Context: an optimization exercise on an open-source flow, tuned for small area. The choices shown serve that exercise and are no tape-out recipe. Function was checked by simulation only, so behaviour that the tests miss may differ from the original. Power is estimated from default activity; no workload was simulated.

==> flow/design.v, too long to show whole: its modules and the start of the top module <==
// module hispi_rx: 167 lines
// module hispi_rx_log: 1227 lines
module hispi_rx(
	input [47:0] data_in,
	output [63:0] data_out,
	output data_valid,
	output frame_start,
	input clk,
	input rst
);
  // ...
==> flow/flow/run.sh <==
#!/bin/bash
# Layout flow: the standard flow, with one change in synthesis: ABC maps the
# logic with an area-oriented script (flow/abc_area.script) instead of ORFS's
# abc_area.script. Everything else (registers, later steps) is the standard flow.
set -euo pipefail
W=$(pwd)
cp flow/abc_area.script "$W/abc_area.script"
cat > "$W/own_synth.tcl" <<TCL
# Use the flow's own ABC script; every other synthesis step is synth_recipe.tcl's.
proc abc {args} {
  set i [lsearch -exact \$args -script]
  if { \$i >= 0 } { lset args [expr {\$i + 1}] $W/abc_area.script }
  yosys abc {*}\$args
}
source $W/synth_recipe.tcl
TCL
sed "s#SYNTH_SCRIPT=[^ ]*#SYNTH_SCRIPT=$W/own_synth.tcl#" standard.sh > own_standard.sh
grep -q "SYNTH_SCRIPT=$W/own_synth.tcl" own_standard.sh
bash own_standard.sh synth > synth.log 2>&1
bash own_standard.sh finish > finish.log 2>&1
test -f out/final.def
==> flow/flow/abc_area.script <==
strash
dch
amap
==> flow/standard.sh <==
#!/bin/bash
# synth_recipe.tcl (not shown) runs the flow's synth.tcl, then flattens the netlist and writes it again
# the make line also repeats each setting of config.mk as NAME=value (left out here)
make -C /OpenROAD-flow-scripts/flow DESIGN_CONFIG=/design/flow/config.mk WORK_HOME=/design/flow/orfs CLKGATE_MAP_FILE= SYNTH_SCRIPT=/design/flow/synth_recipe.tcl "${@:-finish}"
==> flow/config.mk <==
export PLATFORM = sky130hd
export DESIGN_NAME = hispi_rx
export DESIGN_NICKNAME = hispi_rx
export VERILOG_FILES = /design/flow/design.v
export SDC_FILE = /design/flow/constraint.sdc
export NUM_CORES = 4
export LEC_CHECK = 0
export ABC_AREA = 1
export CAP_MARGIN = 20
export CORE_MARGIN = 2
export CORE_UTILIZATION = 40
export SLEW_MARGIN = 20
export SYNTH_MEMORY_MAX_BITS = 131072
==> flow/constraint.sdc <==
create_clock -name core_clock -period 10.0 [get_ports {clk}]
set_input_delay 2.0000 -clock core_clock [delete_from_list [all_inputs] [get_ports {clk}]]
set_output_delay 2.0000 -clock core_clock [all_outputs]
set_load 0.01 [all_outputs]
==> qor.txt, run 1 <==
Dpl cells: 3912
Cts hold-fix bufs: 0
GR peak layer: met2
Share of the synthesized area in the top cell type: 28.47%
Setup crit end: data_out[40]
Top cell family by delay on the critical path: compound AO/OA/AOI/OAI gates
Finished Cell Area: 24320 µm²
Total GRT Usage: 32.49%
Logic pwr share: 28.8%
Vias per cell: 6.530
RSZ-0062 raised after global routing: false
Global-route wire length before repair: 138.3 mm
FILL cells: 5195
Antenna diodes: 0
Maxcap violations: 0
CP peak stage delay: 670 ps
Critical Path AT: 7340 ps
Core ar.: 50070 µm²
Commonest non-fill, non-tap cell in the layout: nor2_1
Top post-synthesis cells by count: 756 x nor2_1, 343 x clkinv_1, 288 x dfxtp_1, 221 x nand2_1, 203 x o21ai_0
Seq. pwr: 0.00129 W
Fin Clk Skew: 21.13 ps
PortBufs: 115
Nets: 3364
Net switching power: 0.001258 W
Synth Area in XOR/XNOR: 0%
Met3 routed WL: 10.08 mm
Detail Placement HPWL: 67.77 mm
Req. time, crit path: 8000 ps
Status: complete, no violations
Initial Util: 40.44%
Register share of the cell area: 23.72%
Area of the multi-input gates: 13330 µm²
Mapped Area: 20250 µm²
Max-slew violations: 0
==> run 2, diff against run 1 <==
==> flow/run.sh (new file) <==
#!/bin/bash
# synth_recipe.tcl (not shown) runs the flow's synth.tcl, then flattens the netlist and writes it again
# the make line also repeats each setting of config.mk as NAME=value (left out here)
make -C /OpenROAD-flow-scripts/flow DESIGN_CONFIG=/design/flow/config.mk WORK_HOME=/design/flow/orfs CLKGATE_MAP_FILE= SYNTH_SCRIPT=/design/flow/synth_recipe.tcl finish
removed: flow/flow/run.sh
removed: flow/flow/abc_area.script
removed: flow/standard.sh
==> run 2 against run 1 <==
Still clean. Clock-buffer cell count grew 5. Register-to-register slack gained 930 ps. Core utilization shrank 3.8 points. Largest cell class unchanged. Largest power group unchanged. Highest routed layer unchanged.
==> qor.txt, run 2 <==
Yosys warns: 1
Post-synth EDFFs: 0
PwrDens: 141.9 nW/µm²
Worst IR Drop VDD: 0.1840 mV
Vias per cell: 5.816 (-11%)
RSZ-0062 raised after global routing: false
Die Wd: 247.8 µm
Antenna violations before repair: 0
DP Worst Slack: 2394 ps
Post-CTS Setup Inserts: 0
Critical path capture point type: output pin
Layout cells sized above 1: 8.606%
Syn Inst Count: 3984
Slew at the pin closest to its max-slew limit: 989.0 ps
Clock-pin slew of the registers on the worst-case setup and hold paths: 60 ps
Routed Antenna Nets: 0
CP peak stage delay: 930 ps (+260 ps)
# DRC: 0
Max-slew violations: 0 (unchanged)
Power Internal: 0.002375 W
Core ar.: 58910 µm² (+18%)
Area leader, netlist: dfxtp_1
Register bit total from synthesis: 288
Total GRT Usage: 30.47% (-2.0 points)
Routed wire length per instance: 19.93 µm
Dpl cells: 4742 (+21%)
Register area share after synthesis: 24.25%
PostCTS Resize Cnt: 0
Commonest non-fill, non-tap cell in the layout: nand2_1
Nets: 4094 (+22%)
Antenna diodes: 0 (unchanged)
Total number of vias: 27950
Initial DRC Count: 3176
Ranking of synthesized cells by area: dfxtp_1 24%, nand2_1 18%, nand3_1 9.5%, inv_1 6.0%, nor2_1 5.7%
I/O Pins: 116
Req. time, crit path: 8000 ps (about the same)
Max Buffers Root-to-Sink: 3
Clock share of power: 35.0%
Inserted Clock Buffers: 35
Root buf cell: clkbuf_16
Die height: 247.8 µm
Final period util: 84.02%
Gp weighted congestion: 1.007
Total clock sinks: 288
Final WS setup: 1598 ps
Global-route wire length before repair: 148.3 mm (+7.2%)
FF-to-FF setup slack: 4620 ps
Status: complete, no violations
GRT Residual Overflow: 0
Switching portion of total power: 36.52%
Detail Placement HPWL: 73.52 mm (+8.5%)
Finished Layout Cells: 4805
Rows: 89
Leakage: 11.92 nW
Mapped Area: 23780 µm² (+17%)
Syn_nets: 4072
Vias in the first global route: 26330
Maxcap violations: 0 (unchanged)
DRT Pass-1 Iters: 9
Leading registers by flop count: ns1 x48, ns2 x48, ns3 x48
Clock Latency Late Sink: 570 ps
Net switching power: 0.001366 W (+8.6%)
Most frequent CP cell: nand2_1
Synth-to-layout area growth: 10.87%
CP max stage cell: dfxtp_1
CP Launch Type: register
Synth cell types: 73
Most frequent cells in the layout: 1140 x nand2_1, 449 x nand3_1, 379 x inv_1
H-tree level count: 2
Avg Cell Area, Syn: 5.969 µm²
Initial Util: 40.37% (-0.077 points)
Top post-synthesis cells by count: 1140 x nand2_1, 450 x nand3_1, 379 x inv_1, 361 x nor2_1, 288 x dfxtp_1
Most frequent cell after synthesis: nand2_1
CTS tree: yes
Logic pwr share: 30.6% (+1.8 points)
WL final: 95.76 mm
Setup-failing EPs final: 0
Ys async rst share: 0%
Critical path type: reg2out
Final min period: 8402 ps
Dominant synthesized flop cell: dfxtp_1
Total Power Consumption: 0.003741 W
Largest net degree at the start of global routing: 72
Final TNS setup: 0 ps
Rel. slew slack: 34.00%
HP Class: reg2reg
Cts hold-fix bufs: 0 (unchanged)
Share of the synthesized area in the top cell type: 24.25% (-4.2 points)
Final Hold Viols: 0
Crit path max fanout: 26
PortBufs: 115 (unchanged)
Finished Core Util: 44.75%
Critical Path AT: 6400 ps (-940 ps)
Fin Clk Skew: 29.68 ps (+8.557 ps)
Sequential Power Share: 34.4%
F_max: 119.0 MHz
Die area: 61410 µm²
run 2: power by group through the flow:
stage,clock [W],combinational (W),sequential (W)
after floorplan,0,0.000705,0.00130
after global placement,0,0.00114,0.00131
after detailed placement,0,0.00111,0.00131
after CTS,0.00134,0.00112,0.00129
after global routing,0.00138,0.00125,0.00129
final,0.00131,0.00115,0.00129
run 2: metrics by stage:
| stage | cell area [µm²] | hold WS (ps) |
|---|---|---|
| floorplan | 23780 | 330.8 |
| detailed placement | 25180 | 337.6 |
| global route | 26360 | 359.6 |
| CTS | 26360 | 350.5 |
| global placement | 25180 | 333.4 |
| finish | 26360 | 351.6 |
run 2: cell type report:
type	count	area, µm²
fill	6411	32540
multi-input combinational	3108	15510
sequential	288	5766
inverter	441	1663
timing repair buffer	132	1276
clock buffer	49	968.4
tap	773	967.2
clock inverter	14	211.5
run 2: worst paths after layout:
kind,start,endpoint,cells after the start
worst min-delay path,ns2[23],ns2[11],0
worst max-delay path,wo3[1],data_out[56],28
worst max register to register,wo3[1],h[24],27
worst min register to register,ns2[23],ns2[11],0
run 2: critical path, delay by kind of cell, from the launching register on:
family | cells | cell delay (ps)
compound gates | 1 | 180
fa+ha+maj | 1 | 540
flops | 1 | 930
simple gates | 22 | 2560
buf+inv | 4 | 1610
run 2: per-layer routing:
metal	wire, µm	track usage, %	vias to the layer above
li1	-	-	13320
met1	39740	39.32	12820
met2	43040	49.34	1436
met3	7696	4.239	369
met4	5281	15.76	0
met5	0	0	-
run 2: logic make-up after synthesis:
logic type               after synthesis  share of synthesized area (%)
multiplexers                           7                         0.3473
flip-flops                           288                          24.25
buffers and inverters                588                          10.62
AND/OR/NAND/NOR                     2344                          44.26
XOR/XNOR                              30                          1.105
adder cells (fa/ha/maj)               38                          1.999
AO/OA/AOI/OAI                        689                          17.43
==> run 3, diff against run 2 <==
==> flow/flow/run.sh (new file) <==
#!/bin/bash
# Layout flow: the standard flow (standard.sh) with these changes:
#  - synthesis: ABC maps the logic with flow/abc_area.script (area-oriented
#    amap) instead of ORFS's abc_area.script, and Yosys's extract_fa is
#    skipped; registers come out exactly as in the standard synthesis;
#  - CTS: no dummy loads, clkbuf_8 clock buffers;
#  - port buffers: every input and output port still gets a buffer,
#    sky130_fd_sc_hd__buf_1.
# Each tool's output goes to a log file in this folder (and ORFS's own logs
# under orfs/logs).
set -euo pipefail
W=$(pwd)
cp flow/abc_area.script "$W/own_abc.script"
cat > "$W/own_synth.tcl" <<TCL
proc abc {args} {
  set i [lsearch -exact \$args -script]
  if { \$i >= 0 } { lset args [expr {\$i + 1}] $W/own_abc.script }
  yosys abc {*}\$args
}
proc extract_fa {args} { puts "extract_fa skipped" }
source $W/synth_recipe.tcl
TCL
cp config.mk own_config.mk
cat >> own_config.mk <<'MK'
export CTS_ARGS = -sink_clustering_enable -repair_clock_nets -dont_use_dummy_load -buf_list sky130_fd_sc_hd__clkbuf_8
export BUFFER_PORTS_ARGS = -buffer_cell sky130_fd_sc_hd__buf_1
MK
sed -e "s#SYNTH_SCRIPT=[^ ]*#SYNTH_SCRIPT=$W/own_synth.tcl#" \
    -e "s#DESIGN_CONFIG=[^ ]*#DESIGN_CONFIG=$W/own_config.mk#" standard.sh > own_standard.sh
grep -q "SYNTH_SCRIPT=$W/own_synth.tcl" own_standard.sh
grep -q "DESIGN_CONFIG=$W/own_config.mk" own_standard.sh
bash own_standard.sh synth > synth.log 2>&1
bash own_standard.sh finish > finish.log 2>&1
test -f out/final.def
==> flow/flow/abc_area.script (new file) <==
strash
ifraig
dc2
dch
amap
==> flow/standard.sh (new file) <==
#!/bin/bash
# synth_recipe.tcl (not shown) runs the flow's synth.tcl, then flattens the netlist and writes it again
# the make line also repeats each setting of config.mk as NAME=value (left out here)
make -C /OpenROAD-flow-scripts/flow DESIGN_CONFIG=/design/flow/config.mk WORK_HOME=/design/flow/orfs CLKGATE_MAP_FILE= SYNTH_SCRIPT=/design/flow/synth_recipe.tcl "${@:-finish}"
removed: flow/run.sh
==> run 3 against run 2 <==
Still clean on timing, DRC and antenna. Critical path depth is 1 higher. Design area is 16% lower. Clock power is 34% lower. Clock-buffer cell count stayed put. Critical path type unchanged.
==> qor.txt, run 3 <==
Status: complete, no violations
Routed wire length per instance: 22.22 µm (+12%)
Switching portion of total power: 36.01% (-0.51 points)
Vias in the first global route: 23570 (-10%)
Setup-failing EPs final: 0 (unchanged)
Root buf cell: clkbuf_8
Max-slew violations: 0 (unchanged)
Worst r2r src: bo2[3]
Final period util: 92.65% (+8.6 points)
Clock share of power: 29.4% (-5.6 points)
Finished Core Util: 45.78% (+1.0 points)
Detail Placement HPWL: 64.48 mm (-12%)
F_max: 107.9 MHz (-9.3%)
Layout cells sized above 1: 4.678% (-3.9 points)
Setup crit start: bo2[3]
Max Buffers Root-to-Sink: 3 (unchanged)
Seq. cell area: 5768 µm² (about the same)
Largest family of logic cells by synthesized area: simple AND/OR/NAND/NOR gates
WL final: 86.03 mm (-10%)
Die area: 50860 µm² (-17%)
Total GRT Usage: 32.76% (+2.3 points)
Logic pwr share: 28.2% (-2.4 points)
HP Class: reg2reg
Commonest non-fill, non-tap cell in the layout: nor2_1
Power Internal: 0.001882 W (-21%)
DRT Pass-1 Iters: 11 (+2)
Final Hold Viols: 0 (unchanged)
CP max stage cell: nand2_1
Global-route wire length before repair: 132.8 mm (-10%)
Leakage: 7.643 nW (-36%)
Nets: 3301 (-19%)
Initial DRC Count: 3540 (+11%)
Ranking of synthesized cells by area: dfxtp_1 29%, nor2_1 16%, clkinv_1 6.4%, o21ai_0 4.7%, nand2_1 4.1%
Synth-to-layout area growth: 13.46%
Die height: 225.5 µm (-9.0%)
Avg Cell Area, Syn: 6.562 µm² (+9.9%)
Total number of vias: 25400 (-9.1%)
PortBufs: 115 (unchanged)
CP Launch Type: register
Inserted Clock Buffers: 49 (+40%)
Top post-synthesis cells by count: 826 x nor2_1, 333 x clkinv_1, 288 x dfxtp_1, 212 x nand2_1, 183 x o21ai_0
Adder-Cell Fraction of Synth Area: 0% (-2.0 points)
FILL cells: 5162 (-19%)
Core ar.: 48650 µm² (-17%)
Clock Latency Late Sink: 650 ps (+80 ps)
Critical path capture point type: output pin
Largest net degree at the start of global routing: 78 (+8.3%)
Register area share after synthesis: 29.37% (+5.1 points)
Initial Util: 40.35% (about the same)
CP peak stage delay: 650 ps (-280 ps)
Most frequent cell after synthesis: nor2_1
CTS tree: yes
Compound-gate portion of the synthesized area: 32.01% (+15 points)
Final min period: 9265 ps (+862.9 ps)
Synth Area in XOR/XNOR: 0% (-1.1 points)
Die Wd: 225.5 µm (-9.0%)
Ys async rst share: 0% (unchanged)
Multiplexer share of the synthesized area: 0% (-0.35 points)
Antenna diodes: 0 (unchanged)
Yosys warns: 1 (unchanged)
Hold Slack: 340.9 ps (-10.64 ps)
Fin Clk Skew: 74.58 ps (+44.89 ps)
Gp weighted congestion: 1.044 (+3.7%)
Antenna violations before repair: 1 (+1)
GRT Residual Overflow: 0 (unchanged)
Syn Inst Count: 2991 (-25%)
Register bit total from synthesis: 288 (unchanged)
Share of the synthesized area in the top cell type: 29.37% (+5.1 points)
Total Power Consumption: 0.002942 W (-21%)
H-tree level count: 2 (unchanged)
Post-synth EDFFs: 0 (unchanged)
Net switching power: 0.001059 W (-22%)
Dominant synthesized flop cell: dfxtp_1
Vias per cell: 6.562 (+13%)
RSZ-0062 raised after global routing: false
Critical path type: reg2out
Total clock sinks: 288 (unchanged)
Mapped Area: 19630 µm² (-17%)
PwrDens: 132.1 nW/µm² (-6.9%)
Area of the multi-input gates: 12640 µm² (-19%)
Rows: 81 (-9.0%)
Most frequent CP cell: nor2_1
Clock-pin slew of the registers on the worst-case setup and hold paths: 60 ps (about the same)
Critical Path AT: 7260 ps (+860 ps)
Rel. slew slack: 31.24% (-2.8 points)
Simple-gate portion of the synthesized area: 32.24% (-12 points)
Sequential Power Share: 42.4% (+8.0 points)
Min-delay src: ns3[22]
Most frequent cells in the layout: 824 x nor2_1, 333 x clkinv_1, 286 x dfxtp_1
Leading registers by flop count: ns1 x48, ns2 x48, ns3 x48
Slew at the pin closest to its max-slew limit: 1005 ps (+16.40 ps)
Req. time, crit path: 8000 ps (about the same)
Final TNS setup: 0 ps (unchanged)
Crit path max fanout: 24 (-7.7%)
Maxcap violations: 0 (unchanged)
I/O Pins: 116 (unchanged)
Routed Antenna Nets: 0 (unchanged)
Synth cell types: 50 (-32%)
# DRC: 0 (unchanged)
Syn_nets: 3041 (-25%)
Worst IR Drop VDD: 0.1423 mV (-23%)
Area leader, netlist: dfxtp_1
## run 3: final timing paths
kind                   to  slack, ps  cells past startpoint
max reg2reg         h[16]       3410                     28
min reg2reg       ns3[10]        340                      0
min               ns3[10]        340                      0
max          data_out[48]        740                     29
## run 3: what timing repair did
item / CTS / global route
resized for setup: 0 / 3
buffers inserted: 0 / 0
endpoints found under the setup margin: 0 / 3
hold buffers: 0 / 0
## run 3: stage by stage
stage	worst slack (ps)	instance area, µm²	instances
6_report	735.1	22270	3871
3_3_place_gp	1299	21550	3821
2_1_floorplan	1075	19630	2991
3_5_place_dp	1318	21550	3821
4_1_cts	612.8	22230	3870
5_1_grt	27.17	22270	3871
## run 3: per-layer routing
| layer | part of all wire (%) | wire length [µm] | vias to the layer above | track usage [%] |
|---|---|---|---|---|
| met4 | 4.5 | 3870 | 0 | 14.78 |
| met1 | 41 | 35400 | 11750 | 42.75 |
| li1 | - | - | 11580 | - |
| met3 | 10 | 8882 | 348 | 7.027 |
| met2 | 44 | 37880 | 1719 | 51.78 |
| met5 | 0 | 0 | - | 0 |
## run 3: final cells by class
type	count	share of cell area (%)
Clock buffer	49	3.028
Inverter	333	5.613
Multi-Input combinational cell	2370	56.75
Sequential cell	288	25.90
Tap cell	622	3.495
Timing Repair Buffer	209	5.214
## run 3: power groups by stage
stage	clock network, W	registers (W)	logic (W)
after detailed placement	0	0.00127	0.000787
after CTS	0.000892	0.00125	0.000791
after floorplan	0	0.00125	0.000515
after global placement	0	0.00127	0.000807
after global routing	0.000940	0.00125	0.000888
final	0.000864	0.00125	0.000829
## run 3: worst max-delay path: cells and delay by family, from the launching register on
family                 cells  cell delay (ps)
DFF                        1              420
AOI/OAI and AO/OA         11             2500
and+or+nand+nor           12             2150
buffers and inverters      6             1540
## run 3: cell families after synthesis
family / count (synthesis)
AND/OR/NAND/NOR: 1461
AO/OA/AOI/OAI: 909
flip-flops: 288
buffers and inverters: 333
==> module hispi_rx, before the edit <==
module hispi_rx(
	input [47:0] data_in,
	output [63:0] data_out,
	output data_valid,
	output frame_start,
	input clk,
	input rst
);
wire [11:0] nw0, nw1, nw2, nw3;
genvar k;
generate for (k = 0; k < 12; k = k + 1) begin : g_split
	assign nw0[k] = data_in[4*k+0];
	assign nw1[k] = data_in[4*k+1];
	assign nw2[k] = data_in[4*k+2];
	assign nw3[k] = data_in[4*k+3];
end endgenerate
reg [47:12] ns0;
reg [47:0] ns1, ns2, ns3;
wire [59:12] d0 = ~{nw0, ns0};
wire [59:0] d1 = ~{nw1, ns1};
wire [59:0] d2 = ~{nw2, ns2};
wire [59:0] d3 = ~{nw3, ns3};
function [4:0] match_hi;
	input [59:24] d;
	reg [48:36] zs;    
	reg [35:24] suf;   
	reg [46:36] pre;   
	reg [11:0] m;
	integer k;
	begin
		zs[48] = ~|d[59:48];
		for (k = 47; k >= 36; k = k - 1) zs[k] = zs[k+1] & ~d[k];
		suf[35] = d[35];
		for (k = 34; k >= 24; k = k - 1) suf[k] = suf[k+1] & d[k];
		pre[36] = d[36];
		for (k = 37; k <= 46; k = k + 1) pre[k] = pre[k-1] & d[k];
		m[0] = suf[24] & zs[36];
		for (k = 1; k < 12; k = k + 1) m[k] = suf[24+k] & pre[35+k] & zs[36+k];
		match_hi = {|m, m[8] | m[9] | m[10] | m[11], m[4] | m[5] | m[6] | m[7],
			m[2] | m[3] | m[6] | m[7] | m[10] | m[11], m[1] | m[3] | m[5] | m[7] | m[9] | m[11]};
	end
endfunction
function zero_prefix;
	input [11:0] w;
	input [3:0] b;
	integer j;
	begin
		zero_prefix = 1'b1;
		for (j = 0; j < 12; j = j + 1)
			if (j < b && w[j]) zero_prefix = 1'b0;
	end
endfunction
wire [4:0] g2_0 = match_hi(d0[59:24]);
wire [4:0] g2_1 = match_hi(d1[59:24]);
wire [4:0] g2_2 = match_hi(d2[59:24]);
wire [4:0] g2_3 = match_hi(d3[59:24]);
reg [4:0] r2_0, r2_1, r2_2, r2_3;    
reg [4:0] r1_0, r1_1, r1_2, r1_3;    
wire [4:0] g1_0 = {r2_0[4] & zero_prefix(d0[59:48], r2_0[3:0]), r2_0[3:0]};
wire [4:0] g1_1 = {r2_1[4] & zero_prefix(d1[59:48], r2_1[3:0]), r2_1[3:0]};
wire [4:0] g1_2 = {r2_2[4] & zero_prefix(d2[59:48], r2_2[3:0]), r2_2[3:0]};
wire [4:0] g1_3 = {r2_3[4] & zero_prefix(d3[59:48], r2_3[3:0]), r2_3[3:0]};
wire [4:0] g0_0 = r1_0, g0_1 = r1_1, g0_2 = r1_2, g0_3 = r1_3;
reg [3:0] bo0, bo1, bo2, bo3;
reg [1:0] wo1, wo2, wo3;
reg al1, al2, al3;
wire a0 = g1_0[4] & (g1_0[3:0] == bo0);
wire s0 = g2_0[4] & (g2_0[3:0] == bo0);
reg [3:0] state;
reg ffs;
reg [4:0] pc;
reg [31:0] h;
reg hfs;
wire in_pix = (state == 4'd8);
wire [14:0] sh0a = (bo0[3:2] == 2'd0) ? d0[26:12] : (bo0[3:2] == 2'd1) ? d0[30:16] : d0[34:20];
wire [11:0] px0 = sh0a[bo0[1:0] +: 12];
wire [11:0] code = px0;
function [11:0] pick;
	input [46:0] d;
	input [1:0] wo;
	input [3:0] bo;
	reg [22:0] w;
	reg [14:0] s;
	begin
		w = (wo == 2'd0) ? d[22:0] : (wo == 2'd1) ? d[34:12] : d[46:24];
		s = (bo[3:2] == 2'd0) ? w[14:0] : (bo[3:2] == 2'd1) ? w[18:4] : w[22:8];
		pick = s[bo[1:0] +: 12];
	end
endfunction
wire [11:0] px1 = pick(d1[46:0], wo1, bo1);
wire [11:0] px2 = pick(d2[46:0], wo2, bo2);
wire [11:0] px3 = pick(d3[46:0], wo3, bo3);
wire [7:0] y0, y1, y2, y3;
hispi_rx_log lg0 (.x(px0), .y(y0));
hispi_rx_log lg1 (.x(px1), .y(y1));
hispi_rx_log lg2 (.x(px2), .y(y2));
hispi_rx_log lg3 (.x(px3), .y(y3));
wire [31:0] grp = in_pix ? {y3, y2, y1, y0} : 32'd0;
wire gfs = in_pix & ffs;
wire dv = in_pix | (pc != 5'd0);
assign data_out = {grp, h};
assign frame_start = gfs | hfs;
assign data_valid = pc[0];
always @(posedge clk) begin
	ns0 <= {nw0, ns0[47:24]};
	ns1 <= {nw1, ns1[47:12]};
	ns2 <= {nw2, ns2[47:12]};
	ns3 <= {nw3, ns3[47:12]};
	r2_0 <= g2_0; r2_1 <= g2_1; r2_2 <= g2_2; r2_3 <= g2_3;
	r1_0 <= g1_0; r1_1 <= g1_1; r1_2 <= g1_2; r1_3 <= g1_3;
	if (g0_0[4]) bo0 <= g0_0[3:0];
	if (g0_1[4]) bo1 <= g0_1[3:0];
	if (g0_2[4]) bo2 <= g0_2[3:0];
	if (g0_3[4]) bo3 <= g0_3[3:0];
	if (a0) begin
		if (g0_1[4] && g0_1[3:0] == bo1) begin wo1 <= 2'd0; al1 <= 1'b1; end
		if (g1_1[4] && g1_1[3:0] == bo1) begin wo1 <= 2'd1; al1 <= 1'b1; end
		if (g2_1[4] && g2_1[3:0] == bo1) begin wo1 <= 2'd2; al1 <= 1'b1; end
		if (g0_2[4] && g0_2[3:0] == bo2) begin wo2 <= 2'd0; al2 <= 1'b1; end
		if (g1_2[4] && g1_2[3:0] == bo2) begin wo2 <= 2'd1; al2 <= 1'b1; end
		if (g2_2[4] && g2_2[3:0] == bo2) begin wo2 <= 2'd2; al2 <= 1'b1; end
		if (g0_3[4] && g0_3[3:0] == bo3) begin wo3 <= 2'd0; al3 <= 1'b1; end
		if (g1_3[4] && g1_3[3:0] == bo3) begin wo3 <= 2'd1; al3 <= 1'b1; end
		if (g2_3[4] && g2_3[3:0] == bo3) begin wo3 <= 2'd2; al3 <= 1'b1; end
	end
	case (state)
		4'd0: if (al1 & al2 & al3) state <= 4'd1;
		4'd1: if (s0) state <= 4'd2;
		4'd2: state <= 4'd3;
		4'd3: state <= 4'd4;
		4'd4: state <= 4'd5;
		4'd5: begin
			case (code)
				12'h001: state <= 4'd8;
				12'h003: begin ffs <= 1'b1; state <= 4'd8; end
				12'h005, 12'h007: state <= 4'd6;
				12'h013: begin ffs <= 1'b1; state <= 4'd1; end
				default: state <= 4'd1;
			endcase
		end
		4'd6: state <= 4'd7;
		4'd7: state <= 4'd1;
		4'd8: begin
			ffs <= 1'b0;
			if (s0) state <= 4'd2;
		end
		default: if (al1 & al2 & al3) state <= 4'd1;
	endcase
	if (dv) pc <= pc + 5'd1;
	h <= grp;
	hfs <= gfs;
	if (rst) begin
		ns0[47:24] <= {12'hfff, 12'h000};
		ns1[47:24] <= {12'hfff, 12'h000};
		ns2[47:24] <= {12'hfff, 12'h000};
		ns3[47:24] <= {12'hfff, 12'h000};
		r2_0[4] <= 1'b0; r2_1[4] <= 1'b0; r2_2[4] <= 1'b0; r2_3[4] <= 1'b0;
		r1_0[4] <= 1'b0; r1_1[4] <= 1'b0; r1_2[4] <= 1'b0; r1_3[4] <= 1'b0;
		bo0 <= 4'd0; bo1 <= 4'd0; bo2 <= 4'd0; bo3 <= 4'd0;
		wo1 <= 2'd0; wo2 <= 2'd0; wo3 <= 2'd0;
		al1 <= 1'b0; al2 <= 1'b0; al3 <= 1'b0;
		state <= 4'd0;
		ffs <= 1'b0;
		pc <= 5'd0;
	end
end
endmodule
==> run 4, diff against run 3 <==
--- a/flow/design.v
+++ b/flow/design.v
@@ -51,8 +51,18 @@
 	end
 endfunction
-wire [4:0] g2_0 = match_hi(d0[59:24]);
-wire [4:0] g2_1 = match_hi(d1[59:24]);
-wire [4:0] g2_2 = match_hi(d2[59:24]);
-wire [4:0] g2_3 = match_hi(d3[59:24]);
+reg [1:0] post_rst;
+function [4:0] match_now;
+	input [59:24] d;
+	input [1:0] pr;
+	begin
+		if (pr[0]) match_now = {~|d[59:48], 4'd0};
+		else if (pr[1]) match_now = 5'd0;
+		else match_now = match_hi(d);
+	end
+endfunction
+wire [4:0] g2_0 = match_now(d0[59:24], post_rst);
+wire [4:0] g2_1 = match_now(d1[59:24], post_rst);
+wire [4:0] g2_2 = match_now(d2[59:24], post_rst);
+wire [4:0] g2_3 = match_now(d3[59:24], post_rst);
 reg [4:0] r2_0, r2_1, r2_2, r2_3;    
 reg [4:0] r1_0, r1_1, r1_2, r1_3;    
@@ -150,9 +160,7 @@
 	h <= grp;
 	hfs <= gfs;
+	post_rst <= {post_rst[0], 1'b0};
 	if (rst) begin
-		ns0[47:24] <= {12'hfff, 12'h000};
-		ns1[47:24] <= {12'hfff, 12'h000};
-		ns2[47:24] <= {12'hfff, 12'h000};
-		ns3[47:24] <= {12'hfff, 12'h000};
+		post_rst <= 2'b01;
 		r2_0[4] <= 1'b0; r2_1[4] <= 1'b0; r2_2[4] <= 1'b0; r2_3[4] <= 1'b0;
 		r1_0[4] <= 1'b0; r1_1[4] <= 1'b0; r1_2[4] <= 1'b0; r1_3[4] <= 1'b0;
==> run 4 against run 3 <==
Design area shrank 1.4%. Fmax about the same. Sequential share of layout area up 0.54 points. First-iteration DRC count grew 8.1%. Non-clock buffer count fell by 14. Critical path type unchanged.
==> qor.txt, run 4 <==
Commonest non-fill, non-tap cell in the layout: nor2_1
Cell Area, Placed: 21280 µm² (-1.3%)
FILL cells: 5083 (-1.5%)
GRT Residual Overflow: 0 (unchanged)
Net switching power: 0.0009309 W (-12%)
Maxcap violations: 0 (unchanged)
Max-slew violations: 0 (unchanged)
Slew at the pin closest to its max-slew limit: 1107 ps (+101.7 ps)
Hold path endpoint: ns1[11]
Min-delay src: ns1[23]
FF-to-FF setup slack: 3340 ps (-70 ps)
Routed Antenna Nets: 0 (unchanged)
Logic pwr share: 24.2% (-4.0 points)
Area leader, netlist: dfxtp_1
Dominant synthesized flop cell: dfxtp_1
Total GRT Usage: 33.10% (+0.34 points)
Switching portion of total power: 33.66% (-2.3 points)
Most frequent cell after synthesis: nor2_1
HP Class: reg2reg
Core ar.: 47850 µm² (-1.6%)
Max Buffers Root-to-Sink: 3 (unchanged)
Reg-to-Reg End: h[8]
Initial Util: 40.67% (+0.32 points)
Clock share of power: 30.7% (+1.3 points)
Setup-failing EPs final: 0 (unchanged)
Post-synth EDFFs: 0 (unchanged)
Yosys warns: 1 (unchanged)
Syn_nets: 2956 (-2.8%)
Hold Slack: 332.7 ps (-8.212 ps)
Synth-to-layout area growth: 12.87%
Final min period: 9261 ps (-4.119 ps)
Final Hold Viols: 0 (unchanged)
Reg2Reg Depth: 26 (-7.1%)
Cts hold-fix bufs: 0 (unchanged)
Synth cell types: 57 (+14%)
Sequential Power Share: 45.1% (+2.7 points)
Vias per cell: 6.656 (+1.4%)
Fin Clk Skew: 65.44 ps (-9.139 ps)
Simple-gate portion of the synthesized area: 29.95% (-2.3 points)
Synth Area in XOR/XNOR: 0% (unchanged)
Rows: 80 (-1.2%)
Finished Cell Area: 21960 µm² (-1.4%)
CP Launch Type: register
Ranking of synthesized cells by area: dfxtp_1 30%, nor2_1 15%, clkinv_1 5.9%, o21ai_0 4.9%, a21oi_1 4.0%
# DRC: 0 (unchanged)
Clock Latency Late Sink: 600 ps (-50 ps)
Register area share after synthesis: 29.84% (+0.46 points)
Rel. slew slack: 26.20% (-5.0 points)
Top post-synthesis cells by count: 794 x nor2_1, 306 x clkinv_1, 290 x dfxtp_1, 191 x nand2_1, 191 x o21ai_0
WL final: 86.08 mm (about the same)
Die area: 50430 µm² (-0.85%)
Crit path max fanout: 23 (-4.2%)
Final period util: 92.61% (about the same)
Share of the synthesized area in the top cell type: 29.84% (+0.46 points)
Avg Cell Area, Syn: 6.696 µm² (+2.0%)
Critical path type: reg2out
Routed wire length per instance: 22.85 µm (+2.8%)
H-tree level count: 2 (unchanged)
Layout cells sized above 1: 4.286% (-0.39 points)
Ys async rst share: 0% (unchanged)
I/O Pins: 116 (unchanged)
Vias in the first global route: 23860 (+1.2%)
CTS tree: yes
F_max: 108.0 MHz (about the same)
Inserted Clock Buffers: 49 (unchanged)
Compound-gate portion of the synthesized area: 34.31% (+2.3 points)
Largest family of logic cells by synthesized area: compound AO/OA/AOI/OAI gates
Multiplexer share of the synthesized area: 0% (unchanged)
Setup crit start: wo1[1]
Worst IR Drop VDD: 0.07225 mV (-49%)
Detail Placement HPWL: 64.88 mm (+0.62%)
Largest net degree at the start of global routing: 46 (-41%)
Root buf cell: clkbuf_8
RSZ-0062 raised after global routing: false
Finished Core Util: 45.90% (+0.13 points)
Leading registers by flop count: ns1 x48, ns2 x48, ns3 x48
Die Wd: 224.6 µm (-0.42%)
Gp weighted congestion: 1.029 (-1.4%)
Final TNS setup: 0 ps (unchanged)
Register bit total from synthesis: 290 (+0.69%)
Worst Hold Path Cells: 0 (unchanged)
Critical path capture point type: output pin
Syn Inst Count: 2906 (-2.8%)
Nets: 3202 (-3.0%)
Req. time, crit path: 8000 ps (about the same)
Power Internal: 0.001835 W (-2.5%)
Antenna violations before repair: 2 (+1)
Dpl cells: 3716 (-2.7%)
Adder-Cell Fraction of Synth Area: 0% (unchanged)
Clock-pin slew of the registers on the worst-case setup and hold paths: 60 ps (about the same)
Global-route wire length before repair: 134.2 mm (+1.1%)
PortBufs: 115 (unchanged)
Most frequent cells in the layout: 794 x nor2_1, 306 x clkinv_1, 288 x dfxtp_1
Leakage: 7.473 nW (-2.2%)
Critical Path AT: 7260 ps (about the same)
Total number of vias: 25070 (-1.3%)
Finished Layout Cells: 3767 (-2.7%)
Status: complete, no violations
Initial DRC Count: 3828 (+8.1%)
PwrDens: 125.9 nW/µm² (-4.7%)
DRT Pass-1 Iters: 10 (-1)
Total clock sinks: 290 (+0.69%)
Mapped Area: 19460 µm² (-0.86%)
Worst r2r src: wo1[1]
Die height: 224.6 µm (-0.42%)
## run 4: power groups by stage
stage                     Clock (W)  Sequential [W]  Combinational (W)
after floorplan                   0         0.00125           0.000417
after global placement            0         0.00127           0.000654
after detailed placement          0         0.00127           0.000635
after CTS                  0.000872         0.00125           0.000639
after global routing       0.000917         0.00125           0.000718
final                      0.000849         0.00125           0.000669
## run 4: worst max-delay path, stage by stage (launching register included)
cell      delay, ps
dfxtp_1         820
nor2_1           80
buf_4           230
a222oi_1        560
nor2_1          100
nor3_1          290
nor2_1           70
o32ai_1         760
clkinv_1        490
nor3_1          700
nor3_1          190
a21oi_1         210
o21ai_0         100
nand3_1         110
o41ai_1         110
a21oi_1         260
nor2_1           90
a21oi_1         210
nor2_1           80
a21oi_1         200
nor2_1           80
a21oi_1         190
nor2_1           70
a21oi_1         190
nor2_1           80
nor2_1           80
nor2b_1         160
buf_1           170
## run 4: worst max path at each step
stage / endpoint / cells past startpoint / slack [ps]
global placement: data_out[48] / 31 / 1580
finish: data_out[40] / 27 / 740
CTS: data_out[56] / 27 / 800
global route: data_out[40] / 30 / 140
detailed placement: data_out[56] / 27 / 1460
floorplan: data_out[40] / 27 / 1370
## run 4: through the flow
stage / worst slack (ps) / power [W]
2_1_floorplan: 1373 / 0.001669
3_3_place_gp: 1577 / 0.001923
3_5_place_dp: 1460 / 0.001904
4_1_cts: 801.0 / 0.002756
5_1_grt: 141.1 / 0.002887
6_report: 739.2 / 0.002765
## run 4: repair_timing
item                       CTS  global route
buffers inserted             0             0
setup endpoints to repair    0             2
gates resized for setup      0             2
## run 4: final cells by class
cell class	instances	area (µm²)	area share [%]
Antenna cell	2	5.005	0.02279
Multi-Input combinational cell	2310	12520	57.02
Sequential cell	290	5808	26.45
Timing Repair Buffer	195	1033	4.706
Tap cell	615	769.5	3.504
Clock buffer	49	674.4	3.071
Inverter	306	1149	5.230
## run 4: kinds of logic (layout without fill, tap and decap cells)
group,count (synthesis),in the layout
flip-flops,290,290
buffers and inverters,306,550
AND/OR/NAND/NOR,1352,1352
AO/OA/AOI/OAI,958,958
other,0,2
## run 4: metal layers
| layer | routed length [µm] | GRT usage (%) |
|---|---|---|
| met1 | 34360 | 42.53 |
| met2 | 38980 | 54.35 |
| met3 | 8113 | 4.794 |
| met4 | 4628 | 16.32 |
| met5 | 0 | 0 |

[port drivers added, routing unchanged]
In the flow no input, the clock included, has a driving cell. The finished layouts below were timed again as built, in two steps.
Step 1, drivers: a clkbuf_16 drives clk and a buf_2 each remaining input, both assumed.
Step 2, shift: input delay + t, output delay - t, t = (earliest + latest rising clock arrival at the registers) / 2. This alone moves slack from input paths to output paths.
a / b / c = no drivers / after step 1 / after step 2; a / b = the first two.
| run | shift t [ns] | slack for setup (ns) | worst setup path at the end | worst data-port slew with drivers (ns) |
|---|---|---|---|---|
| run 1 | 0.606 | 0.655 / 0.592 / 1.198 | register to output | 0.04 |
| run 2 | 0.613 | 1.598 / 1.537 / 2.150 | register to output | 0.07 |
| run 3 | 0.665 | 0.735 / 0.681 / 1.346 | register to output | 0.03 |
| run 4 | 0.626 | 0.739 / 0.685 / 1.311 | register to output | 0.07 |
After both steps setup and hold are still met in every run listed.
